Context: an optimization exercise on an open-source flow, tuned for small area. The choices shown serve that exercise and are no tape-out recipe. The RTL was checked by simulation tests, not by an equivalence proof against the original design. Power and IR drop assume default switching activity.

## mul_tree_bf16_12
module mul_tree_bf16_12(
        input clk,
        input rst,
        input [(4*32-1):0] mul_ins,
        input mul_stb,
        input [1:0] mode,
        output reg [(4*16-1):0] outputs,
        output reg [3:0] final_output_stbs_1
    );
For scale: roughly 2700 cells after synthesis, ~200 I/O pins, roughly 22000 sq um of cells after synthesis.
Settings: LEC_CHECK=0, CAP_MARGIN=20, CORE_MARGIN=2, CORE_UTILIZATION=65, SLEW_MARGIN=20; clock period 5.5 ns.
standard.sh (not shown) runs the stock make flow with config.mk's settings and CLKGATE_MAP_FILE= SYNTH_SCRIPT=/design/flow/synth_recipe.tcl, a recipe that flattens the netlist after the stock synthesis.
==> flow/flow/run.sh <==
#!/bin/bash
# Layout flow: the standard layout (standard.sh) with a smaller buffer
# cell on the ports (every port is still buffered) and a clock tree built
# from clkbuf_4/clkbuf_8 without dummy loads. Timing-driven global
# placement steers placement but does not keep its buffering.  standard.sh's output goes to
# standard.log; ORFS's per-step logs stay under orfs/logs/.
set -euo pipefail
export BUFFER_PORTS_ARGS="-buffer_cell sky130_fd_sc_hd__buf_2"
export GPL_KEEP_OVERFLOW=0
export CTS_ARGS="-sink_clustering_enable -repair_clock_nets -buf_list {sky130_fd_sc_hd__clkbuf_4 sky130_fd_sc_hd__clkbuf_8} -dont_use_dummy_load"
bash standard.sh > standard.log 2>&1
==> next run, changes <==
==> flow/flow/run.sh (replaced) <==
#!/bin/bash
# Layout flow: the standard layout (standard.sh) with a smaller buffer
# cell on the ports (every port is still buffered) and a clock tree built
# from clkbuf_4/clkbuf_8 without dummy loads, in clusters of up to 30 flip-flops.  standard.sh's output goes to
# standard.log; ORFS's per-step logs stay under orfs/logs/.
set -euo pipefail
export BUFFER_PORTS_ARGS="-buffer_cell sky130_fd_sc_hd__buf_2"
export CTS_ARGS="-sink_clustering_enable -repair_clock_nets -buf_list {sky130_fd_sc_hd__clkbuf_4 sky130_fd_sc_hd__clkbuf_8} -dont_use_dummy_load -sink_clustering_size 30 -sink_clustering_max_diameter 80"
bash standard.sh > standard.log 2>&1
After rerunning: The new run completed without violations. Setup slack improves by 72 ps. Fmax rose slightly. Routed wire length is lower slightly. Cell area went up slightly. Sequential power fell by a few percent. Hold slack loses 15 ps. Combinational power barely changes. Power is higher slightly. Via count goes up slightly.
==> next run, changes <==
==> flow/flow/run.sh (replaced) <==
#!/bin/bash
# Layout flow: the standard layout (standard.sh) with a smaller buffer
# cell on the ports (every port is still buffered) and a clock tree built
# from clkbuf_4/clkbuf_8 without dummy loads.  standard.sh's output goes to
# standard.log; ORFS's per-step logs stay under orfs/logs/.
set -euo pipefail
export BUFFER_PORTS_ARGS="-buffer_cell sky130_fd_sc_hd__buf_2"
export CTS_ARGS="-sink_clustering_enable -repair_clock_nets -buf_list {sky130_fd_sc_hd__clkbuf_4 sky130_fd_sc_hd__clkbuf_8} -dont_use_dummy_load"
bash standard.sh > standard.log 2>&1
Non-clock buffer count is unchanged.
Final cell count stays the same.
Global-route usage is unchanged.
Routed wire length stays the same.
Synthesized area does not change.


Starting RTL as in the previous note.
==> flow/config.mk <==
export PLATFORM = sky130hd
export DESIGN_NAME = mul_tree_bf16_12
export DESIGN_NICKNAME = mul_tree_bf16_12
export VERILOG_FILES = /design/flow/design.v
export SDC_FILE = /design/flow/constraint.sdc
export NUM_CORES = 4
export LEC_CHECK = 0
export CAP_MARGIN = 20
export CORE_MARGIN = 2
export CORE_UTILIZATION = 65
export SLEW_MARGIN = 20
==> flow/constraint.sdc <==
create_clock -name core_clock -period 5.5 [get_ports {clk}]
set_input_delay 1.1000 -clock core_clock [delete_from_list [all_inputs] [get_ports {clk}]]
set_output_delay 1.1000 -clock core_clock [all_outputs]
set_load 0.01 [all_outputs]
==> flow/flow/run.sh <==
#!/bin/bash
# Layout flow: the standard layout (standard.sh) with
#  - the standard synthesis, then opt_inv.py on its netlist: it flips the
#    polarity of full adders (FA(~a,~b,~c) = ~FA(a,b,c)) where that removes
#    inverters, and absorbs inverters into neighbouring gates (see its
#    docstring); registers and ports are untouched;
#  - buf_1 on the ports (every port is still buffered);
#  - a clock tree built from clkbuf_4/clkbuf_8 without dummy loads.
# Each tool's output goes to a log of its own here (synth.log, opt_inv.log,
# standard.log); ORFS's per-step logs stay under orfs/logs/.
set -euo pipefail
export BUFFER_PORTS_ARGS="-buffer_cell sky130_fd_sc_hd__buf_1"
export CTS_ARGS="-sink_clustering_enable -repair_clock_nets -buf_list {sky130_fd_sc_hd__clkbuf_4 sky130_fd_sc_hd__clkbuf_8} -dont_use_dummy_load"
R=orfs/results/${FLOW_PLATFORM}/mul_tree_bf16_12/base

bash standard.sh synth > synth.log 2>&1
cp "$R/1_2_yosys.v" "$R/1_2_yosys.std.v"
python3 flow/opt_inv.py "$R/1_2_yosys.std.v" "$R/1_2_yosys.v" \
  "$FLOW_HOME/platforms/$FLOW_PLATFORM/lib/sky130_fd_sc_hd__tt_025C_1v80.lib" > opt_inv.log 2>&1
rm -f "$R/1_synth.odb" "$R/1_synth.sdc"
bash standard.sh > standard.log 2>&1
Other scripts of this flow, unchanged in this note and not shown: flow/flow/opt_inv.py
Then changed:
--- a/flow/flow/run.sh
+++ b/flow/flow/run.sh
@@ -7 +7 @@
-#  - buf_1 on the ports (every port is still buffered);
+#  - a smaller buffer cell on the ports (every port is still buffered);
@@ -12 +12 @@
-export BUFFER_PORTS_ARGS="-buffer_cell sky130_fd_sc_hd__buf_1"
+export BUFFER_PORTS_ARGS="-buffer_cell sky130_fd_sc_hd__buf_2"
--- a/flow/config.mk
+++ b/flow/config.mk
@@ -10,0 +11 @@
+export GPL_TIMING_DRIVEN = 0
Effect:
- flip-flop and latch count is unchanged
- count of clock-buffer cells in the layout is unchanged
- non-clock buffer count came out lower by 93
- global-route usage came out lower by 0.24 points
Then changed:
--- a/flow/flow/run.sh
+++ b/flow/flow/run.sh
@@ -7 +7 @@
-#  - a smaller buffer cell on the ports (every port is still buffered);
+#  - buf_1 on the ports (every port is still buffered);
@@ -12 +12 @@
-export BUFFER_PORTS_ARGS="-buffer_cell sky130_fd_sc_hd__buf_2"
+export BUFFER_PORTS_ARGS="-buffer_cell sky130_fd_sc_hd__buf_1"
=>
- total power hardly moves
- clock skew came out higher by 0.018 ns
- hold slack improved by 0.020 ns
- sequential power stays flat
- maximum frequency stays flat
- non-clock buffer count came out higher by 6
- synthesized area stays the same
Then changed:
--- a/flow/flow/run.sh
+++ b/flow/flow/run.sh
@@ -7 +7 @@
-#  - buf_1 on the ports (every port is still buffered);
+#  - a smaller buffer cell on the ports (every port is still buffered);
@@ -12 +12 @@
-export BUFFER_PORTS_ARGS="-buffer_cell sky130_fd_sc_hd__buf_1"
+export BUFFER_PORTS_ARGS="-buffer_cell sky130_fd_sc_hd__buf_2"
--- a/flow/config.mk
+++ b/flow/config.mk
@@ -11 +10,0 @@
-export GPL_TIMING_DRIVEN = 0
Power grows slightly.
Cell area rises slightly.
Maximum frequency rose slightly.

-- port drivers added, routing unchanged --
Ports are ideal in the flow. The routed layouts listed here were re-timed in OpenROAD.
Step 1: set_driving_cell puts a clkbuf_16 on clk and a buf_2 on each other input, an assumption about the parent block.
Step 2, shift: input delay + t, output delay - t, t = (earliest + latest rising clock arrival at the registers) / 2. This alone moves slack from input paths to output paths.
Slacks: ideal / step 1 / step 2; pairs: ideal / step 1.
| run | shift t [ns] | setup WS [ns] | worst setup path after step 2 | worst register clock-pin slew, ns |
|---|---|---|---|---|
| the first run of note 1 | 0.502 | 0.130 / 0.130 / -0.177 | input to register | 0.08 / 0.08 |
| the second run of note 1 | 0.481 | 0.202 / 0.202 / -0.046 | input to register | 0.08 / 0.08 |
| the third run of note 1 | 0.481 | 0.202 / 0.202 / -0.046 | input to register | 0.08 / 0.08 |
| the first run of note 2 | 0.496 | 0.242 / 0.242 / -0.148 | input to register | 0.08 / 0.08 |
| the second run of note 2 | 0.508 | 0.152 / 0.172 / -0.336 | input to register | 0.08 / 0.08 |
| the third run of note 2 | 0.490 | 0.158 / 0.163 / -0.327 | input to register | 0.08 / 0.08 |
| the fourth run of note 2 | 0.498 | 0.236 / 0.236 / -0.213 | input to register | 0.09 / 0.09 |
Met with ideal ports but missed after step 2: setup timing in every run listed. The setup slack of the second run of note 2, which loses most, moves by +0.020 ns with the drivers and by -0.488 ns with both steps.
